What follows belongs to an exercise in optimizing a design on an open flow for small area, a short achievable clock period and few clock cycles; a production flow would make more cautious choices.
Only simulation tests tie the RTL to the original design; equivalence was not proved.
Power is estimated from default activity; no workload was simulated.

===== design/flow/design.v =====
`timescale 1ns/1ps
module betterNeighborsInMyCluster(clock, nrst, start, address, wr_en, data_in, MY_CLUSTER_ID, mybest, besthop, bestvalue, bestneighborID, nextsinks, data_out, done);
	input clock, nrst, start;
	input [15:0] data_in, MY_CLUSTER_ID;
	input [15:0] mybest;
	output done, wr_en;
	output [15:0] address, data_out;
	output [15:0] besthop, bestneighborID, nextsinks;
	output [15:0] bestvalue;
	localparam HB = 5;            
	localparam NB = 1 << HB;
	localparam [10:0] A_KS = 11'h004, A_NID = 11'h024, A_CID = 11'h064, A_BAT = 11'h0A4,
	                  A_QV = 11'h0E4, A_HCM = 11'h324, A_LIST = 11'h334, A_KSC = 11'h344,
	                  A_NC = 11'h345, A_CNT = 11'h346;
	localparam [3:0] S_IDLE = 0, S_NC = 1, S_SNK = 2, S_CID = 3, S_QV = 4, S_BAT = 5,
	                 S_WR = 6, S_HCM = 7, S_RCID = 8, S_RNID = 9, S_RSPEC = 10, S_VS = 11,
	                 S_CNT = 12, S_BW = 13, S_BN = 14, S_DONE = 15;
	reg [3:0] st;
	reg [10:0] waddr;
	reg wr_en_r, done_r;
	reg [4:0] kscm;               
	reg [5:0] ncm;                
	reg [6:0] m;                  
	reg [6:0] cnt;
	reg [4:0] j;
	reg [3:0] kreg;
	reg hit;
	reg [NB-1:0] bitmap;
	reg [15:0] qreg;
	reg [6:0] hop, sinks;
	reg [15:0] bval;
	reg [15:0] acc, sr, hm;
	reg [2:0] mph;                
	reg [5:0] mh;
	wire eq = (data_in == MY_CLUSTER_ID);
	wire better = (data_in <= mybest);
	wire match = (data_in == qreg);
	wire bhit = bitmap[data_in[HB-1:0]];
	wire [9:0] th;
	assign th[0] = data_in >= 16'd1;
	assign th[1] = data_in >= 16'd3277;
	assign th[2] = data_in >= 16'd6554;
	assign th[3] = data_in >= 16'd9831;
	assign th[4] = data_in >= 16'd13108;
	assign th[5] = data_in >= 16'd16385;
	assign th[6] = data_in >= 16'd19661;
	assign th[7] = data_in >= 16'd22938;
	assign th[8] = data_in >= 16'd26215;
	assign th[9] = data_in >= 16'd29492;
	wire [3:0] k;
	assign k[3] = th[7];
	assign k[2] = th[3] & ~th[7];
	assign k[1] = (th[1] & ~th[3]) | (th[5] & ~th[7]) | th[9];
	assign k[0] = (th[0] & ~th[1]) | (th[2] & ~th[3]) | (th[4] & ~th[5]) | (th[6] & ~th[7]) | (th[8] & ~th[9]);
	wire [15:0] r0 = sr[0] ? hm : 16'd0;
	wire [15:0] r1 = sr[1] ? hm : 16'd0;
	wire [15:0] r2 = sr[2] ? hm : 16'd0;
	wire [15:0] r3 = sr[3] ? hm : 16'd0;
	wire [19:0] msum = {4'd0, acc} + {4'd0, r0} + {3'd0, r1, 1'b0} + {2'd0, r2, 2'b0} + {1'd0, r3, 3'b0};
	wire [15:0] mval = {acc[12:0], sr[15:13]};
	wire mfree = (mph == 3'd0);
	wire lastf = (m[5:0] == ncm);      
	wire first = (m[5:0] == 6'd0);
	wire second = (m[5:0] == 6'd1);
	wire jlast = (j == kscm);
	wire is_idle = (st == S_IDLE);
	reg [3:0] ts, fs;
	reg [10:0] tb, fb;
	reg [2:0] tis, fis;                
	reg [2:0] tms, fms;                
	always @* begin
		ts = st; fs = st; tb = 11'd0; fb = 11'd0; tis = 3'd0; fis = 3'd0; tms = 3'd0; fms = 3'd0;
		case (st)
			S_IDLE: begin
				ts = S_NC; tb = A_NC; fb = A_KSC;
			end
			S_NC: begin
				ts = S_SNK; tb = A_KS;
				fs = ts; fb = tb;
			end
			S_SNK: begin
				if (jlast) begin
					ts = S_CID; tb = A_CID; tms = 3'd4;
				end else begin
					ts = S_SNK; tb = A_KS + 11'd1; tis = 3'd2;
				end
				fs = ts; fb = tb; fis = tis; fms = tms;
			end
			S_CID, S_QV: begin  
				ts = (st == S_CID) ? S_QV : S_BAT; tb = (st == S_CID) ? A_QV : A_BAT; tis = 3'd1;
				if (lastf) begin
					fs = S_RNID; fb = A_NID; fis = 3'd1;
					if (st == S_CID) begin
						if (first) begin
							fs = S_CNT; fb = A_CNT; fms = 3'd5;
						end else begin
							fs = S_RCID; fb = A_CID - 11'd1; fms = 3'd2;
						end
					end
				end else begin
					fs = S_CID; fb = A_CID + 11'd1; fis = 3'd1; fms = 3'd1;
				end
			end
			S_BAT: begin
				ts = S_WR; tb = A_LIST; tis = 3'd3;
				fs = ts; fb = tb; fis = tis;
			end
			S_WR: begin
				ts = S_HCM; tb = A_HCM; tis = 3'd4;
				fs = ts; fb = tb; fis = tis;
			end
			S_HCM: begin
				if (lastf) begin
					ts = S_RNID; tb = A_NID; tis = 3'd1;
				end else begin
					ts = S_CID; tb = A_CID + 11'd1; tis = 3'd1; tms = 3'd1;
				end
				fs = ts; fb = tb; fis = tis; fms = tms;
			end
			S_RCID: begin  
				ts = S_RNID; tb = A_NID; tis = 3'd1;
				if (first) begin
					fs = S_CNT; fb = A_CNT; fms = 3'd5;
				end else begin
					fs = S_RCID; fb = A_CID - 11'd1; fis = 3'd1; fms = 3'd2;
				end
			end
			S_RNID: begin
				ts = S_RSPEC; tb = A_CID - 11'd1; tis = 3'd1;
				fs = ts; fb = tb; fis = tis;
			end
			S_RSPEC: begin  
				if (hit) begin
					ts = S_VS; tb = A_KS; fs = ts; fb = tb;
				end else if (first) begin
					ts = S_CNT; tb = A_CNT; tms = 3'd5;
					fs = ts; fb = tb; fms = tms;
				end else begin
					ts = S_RNID; tb = A_NID - 11'd1; tis = 3'd1; tms = 3'd2;
					if (second) begin
						fs = S_CNT; fb = A_CNT; fms = 3'd5;
					end else begin
						fs = S_RCID; fb = A_CID - 11'd2; fis = 3'd1; fms = 3'd3;
					end
				end
			end
			S_VS: begin  
				ts = S_CNT; tb = A_CNT; tms = 3'd5;
				if (!jlast) begin
					fs = S_VS; fb = A_KS + 11'd1; fis = 3'd2;
				end else if (first) begin
					fs = S_CNT; fb = A_CNT; fms = 3'd5;
				end else begin
					fs = S_RCID; fb = A_CID - 11'd1; fis = 3'd1; fms = 3'd2;
				end
			end
			S_CNT, S_BW: begin
				ts = S_BW; tb = A_NID; tis = 3'd5;
				fs = ts; fb = tb; fis = tis;
			end
			default: begin
				ts = S_DONE; fs = S_DONE; tb = waddr; fb = waddr;
			end
		endcase
	end
	reg [10:0] ti, fi;
	reg [6:0] tm, fm;
	always @* begin
		case (tis)
			3'd1: ti = {4'd0, m};
			3'd2: ti = {6'd0, j};
			3'd3: ti = {4'd0, cnt};
			3'd4: ti = {7'd0, kreg};
			3'd5: ti = {4'd0, hop};
			default: ti = 11'd0;
		endcase
		case (fis)
			3'd1: fi = {4'd0, m};
			3'd2: fi = {6'd0, j};
			3'd3: fi = {4'd0, cnt};
			3'd4: fi = {7'd0, kreg};
			3'd5: fi = {4'd0, hop};
			default: fi = 11'd0;
		endcase
		case (tms)
			3'd1: tm = m + 7'd1;
			3'd2: tm = m - 7'd1;
			3'd3: tm = m - 7'd2;
			3'd4: tm = 7'd0;
			3'd5: tm = cnt;
			default: tm = m;
		endcase
		case (fms)
			3'd1: fm = m + 7'd1;
			3'd2: fm = m - 7'd1;
			3'd3: fm = m - 7'd2;
			3'd4: fm = 7'd0;
			3'd5: fm = cnt;
			default: fm = m;
		endcase
	end
	wire [10:0] ta = tb + ti;
	wire [10:0] fa = fb + fi;
	wire cond = (is_idle & start) |
	            ((st == S_CID || st == S_RCID || st == S_RSPEC) & eq) |
	            ((st == S_QV) & better) |
	            ((st == S_VS) & match);
	wire [3:0] ns0 = cond ? ts : fs;
	wire [3:0] ns = (ns0 == S_BW && mfree) ? S_BN : ns0;
	always @(posedge clock) begin
		if (!nrst) begin
			st <= S_IDLE;
			waddr <= A_KSC;
			wr_en_r <= 1'b0;
			done_r <= 1'b0;
			mph <= 3'd0;
		end else begin
			st <= ns;
			waddr <= cond ? ta : fa;
			wr_en_r <= (ns == S_WR) || (ns == S_CNT);
			if (st == S_BN) done_r <= 1'b1;
			if (st == S_HCM) mph <= 3'd1;
			else if (mph == 3'd5) mph <= 3'd0;
			else if (mph != 3'd0) mph <= mph + 3'd1;
		end
		m <= cond ? tm : fm;
		if (is_idle) begin
			bval <= 16'hFFFE; hop <= 7'd65; sinks <= 7'd65; cnt <= 7'd0;
			kscm <= data_in[4:0] - 5'd1;
		end
		bitmap <= is_idle ? {NB{1'b0}} : (bitmap | ((st == S_SNK) ? ({{(NB-1){1'b0}}, 1'b1} << data_in[HB-1:0]) : {NB{1'b0}}));
		if (st == S_NC) ncm <= data_in[5:0] - 6'd1;
		if (st == S_NC || st == S_RNID) j <= 5'd0;
		if (st == S_SNK || st == S_VS) j <= j + 5'd1;
		if (st == S_QV || st == S_RNID || st == S_BN) qreg <= data_in;
		if (st == S_RNID) hit <= bhit;
		if (st == S_BAT) kreg <= k;
		if (st == S_WR) cnt <= cnt + 7'd1;
		if (st == S_VS && match) sinks <= m;
		if (st == S_HCM) begin
			hm <= data_in;
			mh <= m[5:0];
			acc <= 16'd0;
			sr <= qreg;
		end else begin
			acc <= msum[19:4];
			sr <= {msum[3:0], sr[15:4]};
		end
		if (mph == 3'd5 && (mval < bval)) begin
			bval <= mval;
			hop <= {1'b0, mh};
		end
	end
	assign address = {4'd0, waddr, 1'b0};
	assign wr_en = wr_en_r;
	assign data_out = {9'd0, m};
	assign done = done_r;
	assign besthop = {9'd0, hop};
	assign nextsinks = {9'd0, sinks};
	assign bestvalue = bval;
	assign bestneighborID = qreg;
endmodule

===== design/flow/config.mk =====
export PLATFORM = sky130hd
export DESIGN_NAME = betterNeighborsInMyCluster
export DESIGN_NICKNAME = betterNeighborsInMyCluster
export VERILOG_FILES = /design/flow/design.v
export SDC_FILE = /design/flow/constraint.sdc
export NUM_CORES = 4
export LEC_CHECK = 0
export CAP_MARGIN = 20
export CORE_MARGIN = 2
export CORE_UTILIZATION = 40
export SLEW_MARGIN = 20

===== design/flow/run.sh =====
#!/bin/bash
# synth_recipe.tcl (not shown) runs the flow's synth.tcl, then flattens the netlist and writes it again
# the make line also repeats each setting of config.mk as NAME=value (left out here)
make -C /OpenROAD-flow-scripts/flow DESIGN_CONFIG=/design/flow/config.mk WORK_HOME=/design/flow/orfs CLKGATE_MAP_FILE= SYNTH_SCRIPT=/design/flow/synth_recipe.tcl finish

===== design/flow/constraint.sdc =====
create_clock -name core_clock -period 11.0 [get_ports {clock}]
set_input_delay 2.2000 -clock core_clock [delete_from_list [all_inputs] [get_ports {clock}]]
set_output_delay 2.2000 -clock core_clock [all_outputs]
set_load 0.01 [all_outputs]

==> summary.txt, run 1 <==
- I/O Pins: 149
- Final Slew Violations: 0
- Worst Hold Class: flip-flop to flip-flop
- CP Max Fanout: 27
- DR DRC count: 0
- Mux cell area share after synthesis: 2.269%
- Ys flop type: edfxtp_1
- Area share of fa/ha/maj cells after synthesis: 15.34%
- Crit path capture type: flip-flop
- # rows: 66
- Cell variety after synth: 80
- Post-layout min period: 5758 ps
- Slew headroom: 27.84%
- Setup-failing EPs final: 0
- Max Cap Viol: 0
- All-Layer GR Usage: 22.34%
- Hold WS: 423.7 ps
- CP peak stage delay: 790 ps
- Critical Path RT: 11150 ps
- Syn-to-layout area delta: 15.47%
- Clock sink count: 187
- Crit-path cells: clkdlybuf4s50_1, ha_1, nand4_1, nor3_1, a21oi_1, nor4_1, nor4_4, buf_4, nand2_1, a2bb2oi_1, a21boi_0
- Starting Density: 40.38%
- Hold_sp: sr[5]$_DFF_P_
- Final worst slack: 5242 ps
- Synth Register Bits: 187
- Start point of the critical path: data_in[4]
- Asr flop ratio synth: 0%
- Mean post-synth cell area: 9.561 um2
- Actual slew at the worst max-slew pin: 1078 ps
- Layout cells sized above 1: 6.113%
- GPL Wtd Cong: 0.9349
- Final nets: 1626
- Number of global-route vias before repair: 10120
- Synth Area in Simple Gates: 18.77%
- Final worst-path cycle share: 52.35%
- Core Area: 32370 um2
- Vias after detailed routing: 10480
- Ys Warns: 1
- R2r startpoint: m[1]$_DFFE_PP_
- Clock root cell: clkbuf_16
- Die area: 34140 um2
- Synth Area in XOR/XNOR: 6.165%
- Final Util: 46.62%
- Die W: 184.8 um
- Fmax: 0.1737 GHz
- Leading area contributor after synthesis: edfxtp_1
- Top cells by area, synth: edfxtp_1, dfxtp_1, ha_1, fa_1, and2_1
- Register area share after synthesis: 36.45%
- DR vias/cell: 5.519
- DRT Pass-1 Iters: 5
- Post-CTS sizing: 0
- Drt total wl: 37.24 mm
- EDFF count, synth: 102
- CTS tree: done
- Antenna Cells: 0
- Peak VDD IR: 188.0 uV
- Post-route ant nets: 0
- Clock Latency Late Sink: 450 ps
- Slowest stage cell, crit path: clkdlybuf4s50_1
- Synthesized area: 13070 um2
- Leak: 6.149 nW
- Grt ovf: 0
- DR iter-0 viols: 894
- First-pass GRT wire length: 58.07 mm
- Crit path DAT: 5910 ps
- Setup CP Type: input pin to flip-flop
- Die Ht: 184.8 um
- Count leader, synth: nor2_1
- Unrepaired setup endpoints after global routing: false
- Largest family of logic cells by synthesized area: simple AND/OR/NAND/NOR gates
- WL/cell: 19.62 um
- PortBufs: 116
- Largest net degree at the start of global routing: 56
- HPWL Detailed: 27.98 mm
- Setup WS pre-CTS: 4777 ps
- Pwr Density: 251.6 nW/um2
- Critical Path Source Type: input pin
- CP delay by family, top: simple AND/OR/NAND/NOR gates
- Antenna violations before repair: 0
- Top cell type's share of synthesized area: 23.43%
- Clk slew on worst S/H paths: 80 ps
- TritonCTS Buffers: 17
- Most frequent cells after synthesis: nor2_1, nand2_1, edfxtp_1
- Buf+Inv Stages, Crit Path: 2
- Setup Total Neg Slack: 0 ps
- Status: complete, no violations
- H-tree lvl count: 4
- Mapped Cells: 1367
- Hold-fix buffers at CTS: 0
- Maximum root-to-sink buffer count: 2
- Hold Fails Final Rpt: 0
- Skew final: 8.302 ps
- Setup bufs post-CTS: 0
- Synth Area in Compound Gates: 14.79%
kinds of logic after synthesis:
family                     after synthesis
and+or+nand+nor                        490
AOI/OAI and AO/OA                      279
DFF                                    187
buffers and inverters                  169
adders and majority gates              132
xor gates and xnor gates                92
muxes                                   17
other                                    1
power by group:
group	internal [W]	total [W]	switching, W
combinational	0.000996	0.00213	0.00113
clock	0.000348	0.000640	0.000292
sequential	0.000884	0.00103	0.000145
metrics by stage:
stage | instance area (um2) | total power (W) | instances
after floorplan | 13190 | 0.002678 | 1398
after global placement | 14460 | 0.003122 | 1865
after detailed placement | 14460 | 0.003153 | 1865
after CTS | 15080 | 0.003812 | 1897
after global routing | 15090 | 0.004168 | 1898
final | 15090 | 0.003796 | 1898
sequential cells by signal (all words and copies together) (netlist names), 11 cells and up:
| register | count |
|---|---|
| sr | 16 |
| waddr | 11 |
| bval | 16 |
| qreg | 16 |
| acc | 16 |
| hm | 16 |
| bitmap | 32 |
path summary, 6_finish.rpt:
kind,endpoint,slack [ps],depth (start not counted)
max,m[0]$_DFFE_PP_,5240,11
min,sr[1]$_DFF_P_,420,2
max reg2reg,waddr[8]$_SDFF_PN1_,5870,17
min reg2reg,sr[1]$_DFF_P_,420,2
layer usage:
layer,global-route usage [%],routed length [um],vias to the layer above
li1,-,-,4930
met2,34.79,17010,344
met1,32.20,17580,5157
met3,3.458,1999,45
met5,0,0,-
met4,6.095,651,0
worst register-to-register path, cell delays in order, from the launching register on:
cell      delay [ps]
edfxtp_1         630
inv_1            330
ha_1             420
and2_1           370
nor3_1           140
a221oi_4         390
a211o_1          200
o311ai_2         210
a221o_1          420
ha_1             220
fa_1             410
a21o_1           200
a21oi_1          230
o21bai_1         110
a21oi_1          220
o21ai_0          220
xor2_1           210
a31oi_1          160
cell type report:
class,count,area (um2)
clock buffer,22,528.0
sequential,187,4765
timing repair buffer,133,1289
multi-input combinational,1042,7639
inverter,62,232.7
tap,442,553.0
fill,3123,17280
clock inverter,10,86.33
cells in the final DEF (no fill, tap or decap), drive strengths merged, types with 7 or more instances in the layout:
| cell | n |
|---|---|
| edfxtp | 102 |
| a22oi | 15 |
| inv | 66 |
| clkbuf | 22 |
| a211oi | 12 |
| a21o | 23 |
| and2 | 78 |
| or3 | 19 |
| a21oi | 53 |
| a221o | 10 |
| nand4 | 11 |
| mux4 | 10 |
| nor3b | 8 |
| xor2 | 52 |
| nor2b | 15 |
| nor2 | 130 |
| a31oi | 39 |
| ha | 85 |
| nand3 | 21 |
| fa | 47 |
| nor4 | 16 |
| dfxtp | 85 |
| nand2b | 16 |
| xnor2 | 40 |
| conb | 32 |
| buf | 17 |
| clkdlybuf4s50 | 116 |
| and3 | 10 |
| or2 | 7 |
| o211ai | 13 |
| nand2 | 124 |
| o21ai | 51 |
| nor3 | 24 |
Testbench counts, summed over its fixed seeds: cycles 50,154.
==> run 2, diff against run 1 <==
--- a/design/flow/config.mk
+++ b/design/flow/config.mk
@@ -8,4 +8,5 @@
 export CAP_MARGIN = 20
 export CORE_MARGIN = 2
 export CORE_UTILIZATION = 40
+export SETUP_SLACK_MARGIN = 5
 export SLEW_MARGIN = 20
==> run 2 against run 1 <==
Compared with the run above: non-clock buffer count stayed put; critical path depth stayed put; global-route usage stayed put; via count hardly changed; still clean; sequential cell count stayed put; power hardly changed; critical endpoint unchanged; synthesized cell count stayed put; sequential power hardly changed; core utilization hardly changed.
==> summary.txt, run 2 <==
- Unrepaired setup endpoints after global routing: false
- Synth Area in Compound Gates: 14.79%
- Largest Register: bitmap
- Final Slew Violations: 0
- Hold Fails Final Rpt: 0
- DR vias/cell: 5.521
- Final nets: 1626
- WL/cell: 19.57 um
- FILL cells: 3123
- Antenna Cells: 0
- Tot Pwr: 0.003795 W
- Cell variety after synth: 80
- Asr flop ratio synth: 0%
- Vias after detailed routing: 10480
- # rows: 66
- Maximum root-to-sink buffer count: 2
- Ys flop type: edfxtp_1
- Actual slew at the worst max-slew pin: 1071 ps
- PortBufs: 116
- Post-route ant nets: 0
- Most frequent cells after synthesis: nor2_1, nand2_1, edfxtp_1
- H-tree lvl count: 4
- Slowest stage cell, crit path: clkdlybuf4s50_1
- Antenna violations before repair: 0
- DRT Pass-1 Iters: 5
- TritonCTS Buffers: 17
- Setup bufs post-CTS: 0
- Largest net degree at the start of global routing: 56
- Grt ovf: 0
- Starting Density: 40.38%
- Fmax: 0.1801 GHz
- Mapped Cells: 1367
- Register-to-Register Setup Slack: 5880 ps
- Most frequent cells in the layout: nor2_1, nand2_1, clkdlybuf4s50_1, edfxtp_1
- Mux cell area share after synthesis: 2.269%
- R2r startpoint: m[1]$_DFFE_PP_
- Layout cells sized above 1: 6.181%
- Crit-path cells: clkdlybuf4s50_1, ha_1, nand4_1, nor3_1, a21oi_1, nor4_1, nor4_4, buf_4, nand2_1, a2bb2oi_2, a21boi_0
- Reg-to-Reg End: waddr[8]$_SDFF_PN1_
- Synth Area in Simple Gates: 18.77%
- Clock Latency Late Sink: 450 ps
- Register area share after synthesis: 36.45%
- Final worst slack: 5447 ps
- Setup CP Type: input pin to flip-flop
- CP peak stage delay: 800 ps
- Synthesized area: 13070 um2
- Skew final: 7.782 ps
- First-pass GRT wire length: 58.07 mm
- Final worst-path cycle share: 50.49%
- Post-CTS sizing: 0
- Number of global-route vias before repair: 10120
- Leading area contributor after synthesis: edfxtp_1
- Clock root cell: clkbuf_16
- HPWL Detailed: 27.98 mm
- Count leader, synth: nor2_1
- Synth Register Bits: 187
- Critical Path Source Type: input pin
- Hold-fix buffers at CTS: 0
- Die area: 34140 um2
- DR iter-0 viols: 874
- Slew headroom: 28.34%
- Ys Warns: 1
- Mean post-synth cell area: 9.561 um2
- Die Ht: 184.8 um
- GPL Wtd Cong: 0.9349
- EDFF count, synth: 102
- Peak VDD IR: 187.3 uV
- Critical Path RT: 11150 ps
- Drt total wl: 37.15 mm
- Area share of fa/ha/maj cells after synthesis: 15.34%
- Reg2Reg Depth: 17
- Leak: 6.150 nW
- Setup-failing EPs final: 0
- Start point of the critical path: data_in[4]
- Crit path DAT: 5700 ps
- Register Area: 4765 um2
- Die W: 184.8 um
- Synth Area in XOR/XNOR: 6.165%
- Post-layout min period: 5554 ps
- I/O Pins: 149
- DR DRC count: 0
- Clock sink count: 187
- Worst Hold Class: flip-flop to flip-flop
- Top cells by area, synth: edfxtp_1, dfxtp_1, ha_1, fa_1, and2_1
- Top cell type's share of synthesized area: 23.43%
- Pwr Density: 251.4 nW/um2
- Setup WS pre-CTS: 4777 ps
- CTS tree: done
- Max FFs per register: 32
- Area of the multi-input gates: 7645 um2
- Core Area: 32370 um2
- Max Cap Viol: 0
- End point of the critical path: m[0]$_DFFE_PP_
- Largest family of logic cells by synthesized area: simple AND/OR/NAND/NOR gates
- Setup Total Neg Slack: 0 ps
- Status: complete, no violations
- Syn-to-layout area delta: 15.52%
- CP Max Fanout: 27
- Clk slew on worst S/H paths: 80 ps
- Crit path capture type: flip-flop
- Most common cell after layout, fill and taps aside: nor2_1
- All-Layer GR Usage: 22.34%
-- run 2: cell counts after synthesis --
Identical to the previous run, type by type.
-- run 2: per-layer routing --
metal | up-vias | wire [um] | global-route usage, %
met4 | 0 | 697 | 6.095
met1 | 5120 | 17330 | 32.20
met2 | 378 | 16830 | 34.79
met5 | - | 0 | 0
li1 | 4931 | - | -
met3 | 50 | 2295 | 3.458
-- run 2: how the worst min path moves through the flow --
stage                   startpoint             to  cells past startpoint
floorplan            sr[4]$_DFF_P_  sr[0]$_DFF_P_                      2
global placement     sr[5]$_DFF_P_  sr[1]$_DFF_P_                      2
detailed placement   sr[9]$_DFF_P_  sr[5]$_DFF_P_                      2
CTS                  sr[5]$_DFF_P_  sr[1]$_DFF_P_                      2
global route        sr[11]$_DFF_P_  sr[7]$_DFF_P_                      2
finish               sr[5]$_DFF_P_  sr[1]$_DFF_P_                      2
-- run 2: per-stage QoR --
step	cell area, um2	utilization (%)	cells	hold WS (ps)
4_1_cts	15080	46.58	1897	426.2
3_3_place_gp	14460	44.68	1865	402.2
5_1_grt	15100	46.64	1898	439.6
2_1_floorplan	13190	-	1398	399.2
6_report	15100	46.64	1898	425.2
3_5_place_dp	14460	44.68	1865	408.8
-- run 2: area by class of cell --
cell class                      instances  share of cell area (%)
Clock buffer                           22                   3.497
Timing Repair Buffer                  133                   8.536
Multi-Input combinational cell       1042                   50.63
Clock inverter                         10                  0.5718
Tap cell                              442                   3.663
Inverter                               62                   1.541
Sequential cell                       187                   31.56
-- run 2: cell families (layout without fill, tap and decap cells) --
kind of cell             Yosys count  in the layout
other                              1             32
AND/OR/NAND/NOR                  490            490
multiplexers                      17             17
flip-flops                       187            187
buffers and inverters            169            227
AO/OA/AOI/OAI                    279            279
adder cells (fa/ha/maj)          132            132
XOR/XNOR                          92             92
-- run 2: power by group --
part           switching (W)  internal [W]  leakage (nW)
Clock               0.000292      0.000348         0.307
Sequential          0.000145      0.000884          1.64
Combinational        0.00113      0.000996          4.21
-- run 2: worst max-delay path, delay by kind of cell --
family	cells	cell delay, ps
AND/OR/NAND/NOR	5	1150
buffers and inverters	2	1060
AO/OA/AOI/OAI	3	780
adder cells (fa/ha/maj)	1	500
==> run 3, diff against run 2 <==
==> design/flow/flow/run.sh (new file) <==
#!/bin/bash
set -o pipefail
bash standard.sh SETUP_SLACK_MARGIN=8 finish 2>&1 | tee flow_make.log
==> design/flow/standard.sh (new file) <==
#!/bin/bash
# synth_recipe.tcl (not shown) runs the flow's synth.tcl, then flattens the netlist and writes it again
# the make line also repeats each setting of config.mk as NAME=value (left out here)
make -C /OpenROAD-flow-scripts/flow DESIGN_CONFIG=/design/flow/config.mk WORK_HOME=/design/flow/orfs CLKGATE_MAP_FILE= SYNTH_SCRIPT=/design/flow/synth_recipe.tcl "${@:-finish}"
--- a/design/flow/config.mk
+++ b/design/flow/config.mk
@@ -8,5 +8,4 @@
 export CAP_MARGIN = 20
 export CORE_MARGIN = 2
 export CORE_UTILIZATION = 40
-export SETUP_SLACK_MARGIN = 5
 export SLEW_MARGIN = 20
removed: design/flow/run.sh
==> run 3 against run 2 <==
Compared with the run above: first-iteration DRC count up 17%; synthesized cell count did not move; sequential share of layout area is 4.6 points lower; area after synthesis stayed put; non-clock buffer count rose by 172; setup slack better by 1300 ps; still clean; routed wire length rose by 12%.
==> summary.txt, run 3 <==
- Status: complete, no violations
- Max Cap Viol: 0
- R2r startpoint: hm[2]$_DFFE_PP_
- Top cells by area, synth: edfxtp_1, dfxtp_1, ha_1, fa_1, and2_1
- Ys flop type: edfxtp_1
- H-tree lvl count: 4
- Cell variety after synth: 80
- Die area: 34140 um2
- Max FFs per register: 32
- Most frequent cells after synthesis: nor2_1, nand2_1, edfxtp_1
- PortBufs: 116
- Worst Hold Class: flip-flop to flip-flop
- Fmax: 0.2369 GHz
- Ys Warns: 1
- Reg2Reg Depth: 16
- Buf+Inv Stages, Crit Path: 6
- Largest Register: bitmap
- Most common cell after layout, fill and taps aside: buf_4
- Leak: 7.362 nW
- Critical path depth: 15
- Cell area after layout: 17800 um2
- Post-layout min period: 4221 ps
- TritonCTS Buffers: 17
- Setup-failing EPs final: 0
- Setup CP Type: input pin to flip-flop
- Core Area: 32370 um2
- Leading area contributor after synthesis: edfxtp_1
- CP delay by family, top: buffers and inverters
- NetSw: 0.001903 W
- Grt ovf: 0
- Synth Register Bits: 187
- Count leader, synth: nor2_1
- Crit path DAT: 4390 ps
- DR DRC count: 0
- Critical Path RT: 11170 ps
- DR iter-0 viols: 1020
- EDFF count, synth: 102
- Number of global-route vias before repair: 10990
- Final nets: 1799
- CTS tree: done
- Starting Density: 40.38%
- Die Ht: 184.8 um
- Largest family of logic cells by synthesized area: simple AND/OR/NAND/NOR gates
- Reg-to-Reg End: acc[13]$_SDFF_PP0_
- Synth Area in XOR/XNOR: 6.165%
- Mux cell area share after synthesis: 2.269%
- Sw Ratio: 40.84%
- Comb pwr share: 64.6%
- CP Max Fanout: 6
- Crit path top cell by count: buf_6
- Area of placed instances: 14760 um2
- Critical Path Source Type: input pin
- Register area share after synthesis: 36.45%
- Setup Total Neg Slack: 0 ps
- Register-to-Register Setup Slack: 6910 ps
- Mapped Cells: 1367
- WL/cell: 20.03 um
- Vias after detailed routing: 11270
- Top cell type's share of synthesized area: 23.43%
- Crit path capture type: flip-flop
- Crit-path cells: buf_12, ha_4, nand4_1, buf_6, nor3_4, buf_4, buf_6, a21oi_4, nor4_4, nor4_4, buf_6, buf_12, nand2_2, a2bb2oi_4, a21boi_2
- End point of the critical path: m[0]$_DFFE_PP_
- Int Pwr: 0.002757 W
- Hold Fails Final Rpt: 0
- Skew final: 10.55 ps
- Post-route ant nets: 0
- Maximum root-to-sink buffer count: 2
- Layout cells sized above 1: 33.58%
- Clock sink count: 187
- Slew headroom: 33.93%
- CP peak stage delay: 260 ps
- First-pass GRT wire length: 62.88 mm
- I/O Pins: 149
- Synth Area in Simple Gates: 18.77%
- Mean post-synth cell area: 9.561 um2
- Clock root cell: clkbuf_16
- Unrepaired setup endpoints after global routing: true
- Clk slew on worst S/H paths: 80 ps
- HPWL Detailed: 27.90 mm
- Actual slew at the worst max-slew pin: 987.4 ps
- DR vias/cell: 5.440
- Clock share of power: 13.4%
- Clock Latency Late Sink: 460 ps
- Peak VDD IR: 311.1 uV
- All-Layer GR Usage: 24.30%
- Start point of the critical path: data_in[13]
- Area share of fa/ha/maj cells after synthesis: 15.34%
- DRT Pass-1 Iters: 5
- # rows: 66
- Most frequent cells in the layout: buf_4, nand2_1, nor2_1, edfxtp_1, and2_1
- Syn-to-layout area delta: 36.21%
- Final worst-path cycle share: 38.38%
- Asr flop ratio synth: 0%
- Pwr Density: 261.8 nW/um2
- Largest net degree at the start of global routing: 55
- Slowest stage cell, crit path: ha_4
- Antenna violations before repair: 1
- Drt total wl: 41.50 mm
- Final Slew Violations: 0
- Flop pwr share: 21.9%
- Synth Area in Compound Gates: 14.79%
- GPL Wtd Cong: 0.9346
- Synthesized area: 13070 um2
- Die W: 184.8 um
==> run 3: cell count changes in the layout (fill, tap and decap cells not counted), sizes merged, moves of 2 or more <==
cell,change
dlygate4sd2,+3
clkbuf,+3
buf,+259
dlymetal6s2s,+4
clkdlybuf4s50,-102
clkinvlp,+2
==> run 3: worst min path at each step <==
stage,startpoint,endpoint,cells past startpoint
2_1_floorplan,sr[4]$_DFF_P_,sr[0]$_DFF_P_,2
3_3_place_gp,sr[4]$_DFF_P_,sr[0]$_DFF_P_,2
3_5_place_dp,sr[6]$_DFF_P_,sr[2]$_DFF_P_,2
4_1_cts,sr[4]$_DFF_P_,sr[0]$_DFF_P_,2
5_1_grt,sr[4]$_DFF_P_,sr[0]$_DFF_P_,2
6_report,sr[5]$_DFF_P_,sr[1]$_DFF_P_,2
==> run 3: kinds of logic (layout without fill, tap and decap cells) <==
kind of cell,after synthesis,in the layout
flip-flops,187,187
other,1,33
buffers and inverters,169,399
multiplexers,17,17
AO/OA/AOI/OAI,279,280
XOR/XNOR,92,92
adder cells (fa/ha/maj),132,132
AND/OR/NAND/NOR,490,490
==> run 3: area by class of cell <==
type / count / area, um2
Fill cell: 2904 / 14570
Multi-Input combinational cell: 1043 / 8750
Sequential cell: 187 / 4797
Timing Repair Buffer: 305 / 2856
Tap cell: 442 / 553.0
Clock buffer: 19 / 464.2
Inverter: 62 / 257.7
Clock inverter: 13 / 122.6
Antenna cell: 1 / 2.502
==> run 3: routing by layer <==
metal  share of wire, %  track usage, %  vias up
met2                 46           37.99      378
li1                   -               -     5286
met4                2.1           8.095        0
met5                  0               0        -
met3                6.2           5.236       64
met1                 46           33.39     5544
==> run 3: repair_timing <==
item / in CTS / in global routing
gates resized for setup: 594 / 124
setup buffers: 118 / 50
hold buffers: 0 / 0
pin swaps: 67 / 49
setup endpoints to repair: 198 / 174
gates cloned: 4 / 2
==> run 3: per-stage QoR <==
stage	worst slack [ps]	total power [W]	utilization, %	cells	hold WS (ps)
after floorplan	6623	0.002862	-	1398	399.2
final	6779	0.004661	55.00	2072	417.0
after detailed placement	5202	0.003343	45.60	1865	409.0
after CTS	6836	0.004368	52.24	2019	419.8
after global placement	5253	0.003319	45.60	1865	402.2
after global routing	6674	0.005013	54.99	2071	434.1
==> run 3: tightest hold or removal path, stage by stage (launching register included) <==
cell     delay [ps]
dfxtp_1         300
nand2_1          50
nand2_1          40
==> run 3: power groups by stage <==
stage | logic (W) | registers (W) | clock network [W]
finish | 0.00301 | 0.00102 | 0.000626
global route | 0.00331 | 0.00104 | 0.000662
CTS | 0.00271 | 0.00102 | 0.000633
detailed placement | 0.00229 | 0.00106 | 0
global placement | 0.00227 | 0.00105 | 0
floorplan | 0.00189 | 0.000975 | 0
==> run 4, diff against run 3 <==
==> design/flow/flow/run.sh (replaced) <==
#!/bin/bash
set -o pipefail
bash standard.sh SETUP_SLACK_MARGIN=7 finish 2>&1 | tee flow_make.log
==> run 4 against run 3 <==
Compared with the run above: clock skew about the same; core utilization down 3.9 points; global-route usage down 0.41 points; register-to-register slack better by 80 ps.
==> summary.txt, run 4 <==
- Status: complete, no violations
- All-Layer GR Usage: 23.88%
- PortBufs: 116
- Synth Register Bits: 187
- Hold_sp: sr[11]$_DFF_P_
- Die W: 184.8 um
- FILL cells: 3015
- Setup Total Neg Slack: 0 ps
- Actual slew at the worst max-slew pin: 962.5 ps
- Final Slew Violations: 0
- Cell variety after synth: 80
- Slew headroom: 35.60%
- Layout cells sized above 1: 19.69%
- Die Ht: 184.8 um
- Most frequent cells after synthesis: nor2_1, nand2_1, edfxtp_1
- Crit path capture type: flip-flop
- Maximum root-to-sink buffer count: 2
- Post-route ant nets: 0
- Leak: 6.672 nW
- Asr flop ratio synth: 0%
- Antenna violations before repair: 0
- Met1 WL: 17.72 mm
- Min-Delay Path Depth: 2
- Largest Register: bitmap
- CP Max Fanout: 6
- Fmax: 0.2382 GHz
- H-tree lvl count: 4
- Clock root cell: clkbuf_16
- WL/cell: 20.27 um
- Number of global-route vias before repair: 10770
- Ys flop type: edfxtp_1
- HPWL Detailed: 27.93 mm
- Final Util: 51.11%
- DRT Pass-1 Iters: 7
- Critical Path Source Type: input pin
- I/O Pins: 149
- GPL Wtd Cong: 0.9382
- Final worst-path cycle share: 38.16%
- EDFF count, synth: 102
- Starting Density: 40.38%
- Setup-failing EPs final: 0
- Hold Fails Final Rpt: 0
- CTS tree: done
- Vias after detailed routing: 10930
- Register Area: 4776 um2
- Peak VDD IR: 192.0 uV
- Clock sink count: 187
- Top cell type's share of synthesized area: 23.43%
- Register area share after synthesis: 36.45%
- Leading area contributor after synthesis: edfxtp_1
- Count leader, synth: nor2_1
- Setup CP Type: input pin to flip-flop
- Critical Path RT: 11150 ps
- DR iter-0 viols: 960
- Clk slew on worst S/H paths: 70 ps
- R2r startpoint: hm[2]$_DFFE_PP_
- Met3 routed wirelength: 2.771 mm
- Top Layer Used: met4
- Mean post-synth cell area: 9.561 um2
- Worst Hold Class: flip-flop to flip-flop
- Synthesized area: 13070 um2
- Routed met2 length: 18.49 mm
- Grt ovf: 0
- Ys Warns: 1
- DR DRC count: 0
- Most common cell after layout, fill and taps aside: nand2_1
- Syn-to-layout area delta: 26.58%
- # rows: 66
- Top cells by area, synth: edfxtp_1, dfxtp_1, ha_1, fa_1, and2_1
- Max Cap Viol: 0
- Largest net degree at the start of global routing: 56
- Max FFs per register: 32
- Mapped Cells: 1367
- Most frequent cells in the layout: nand2_1, nor2_1, edfxtp_1, dfxtp_1, clkdlybuf4s50_1
- Area of the multi-input gates: 8388 um2
- First-pass GRT wire length: 61.96 mm
- Skew final: 10.09 ps
- Post-layout min period: 4198 ps
- Crit path DAT: 4350 ps
- Reg2Reg Depth: 15
- Core Area: 32370 um2
- Antenna Cells: 0
- Start point of the critical path: data_in[14]
- Die area: 34140 um2
- TritonCTS Buffers: 17
- Pwr Density: 249.3 nW/um2
- DR vias/cell: 5.560
- Clock Latency Late Sink: 450 ps
- Unrepaired setup endpoints after global routing: true
- Drt total wl: 39.85 mm
- Final nets: 1694
==> run 4: power breakdown <==
group / internal, W / switching (W)
logic: 0.00122 / 0.00127
registers: 0.000887 / 0.000139
clock network: 0.000323 / 0.000291
total: 0.00243 / 0.00170
==> run 4: worst paths after layout <==
check / endpoint / slack, ps
worst min-delay path: sr[7]$_DFF_P_ / 420
worst max register to register: acc[15]$_SDFF_PP0_ / 6990
worst max-delay path: m[0]$_DFFE_PP_ / 6800
worst min register to register: sr[7]$_DFF_P_ / 420
==> run 4: cell families after synthesis <==
group	synth area share (%)
buf+inv	6.184
compound gates	14.79
mux	2.269
fa+ha+maj	15.34
xor+xnor	6.165
flops	36.45
simple gates	18.77
other cells	0.02869
==> run 4: worst max-delay path, stage by stage <==
cell,delay [ps]
buf_12,100
ha_4,260
nand4_1,110
buf_6,150
nor3_4,230
buf_6,140
a2111oi_4,60
buf_4,170
or4_4,540
a2bb2oi_4,190
a21boi_2,200
==> run 4: final cells by class <==
class | count | share of cell area (%)
Timing Repair Buffer | 201 | 12.12
Clock inverter | 9 | 0.4840
Multi-Input combinational cell | 1042 | 50.70
Clock buffer | 23 | 2.965
Tap cell | 442 | 3.343
Sequential cell | 187 | 28.87
Inverter | 62 | 1.513
==> run 4: repair_timing <==
| item | CTS | global route |
|---|---|---|
| pin swaps | 65 | 32 |
| hold buffers | 0 | 0 |
| endpoints found under the setup margin | 65 | 36 |
| resized for setup | 294 | 63 |
| buffers inserted | 52 | 16 |
| cloned | 2 | 0 |
==> run 4: stage by stage <==
stage	cells	area [um2]	worst slack (ps)	hold slack [ps]	power [W]
2_1_floorplan	1398	13320	6623	399.2	0.002688
3_5_place_dp	1864	14530	5166	409.0	0.003160
6_report	1966	16540	6802	415.7	0.004125
4_1_cts	1950	16170	6885	415.0	0.003961
5_1_grt	1966	16540	6778	439.4	0.004505
3_3_place_gp	1864	14530	5240	402.4	0.003122
==> run 4: metal layers <==
metal,vias up,track usage (%)
met5,-,0
met4,0,7.429
met2,431,37.65
met1,5360,33.20
met3,59,4.426
li1,5081,-

==> separate check: timing with driven ports <==
No port has a modelled driver above. Below, the same layouts with a new extraction and two added sets of constraints. Step 1 assumes that a clkbuf_16 drives the clock port and a buf_2 every other input. Step 2 also shifts input and output timing later by t, the mid clock arrival at the registers, as if the neighbouring blocks saw the same clock. Slacks: no drivers / after step 1 / after step 2; pairs: no drivers / after step 1.
run	t, ns	setup slack, ns	hold slack, ns	worst register clock-pin slew, ns
run 1	0.491	5.242 / 5.266 / 4.775	0.424 / 0.424 / 0.424	0.08 / 0.08
run 2	0.492	5.447 / 5.471 / 4.979	0.425 / 0.425 / 0.425	0.08 / 0.08
run 3	0.504	6.779 / 6.775 / 6.271	0.417 / 0.417 / 0.417	0.08 / 0.08
run 4	0.491	6.802 / 6.801 / 6.309	0.416 / 0.416 / 0.416	0.08 / 0.08
After both steps setup and hold are still met in every run listed. For run 3, which loses most, drivers alone change the setup slack by -0.004 ns; drivers and shift together by -0.508 ns.
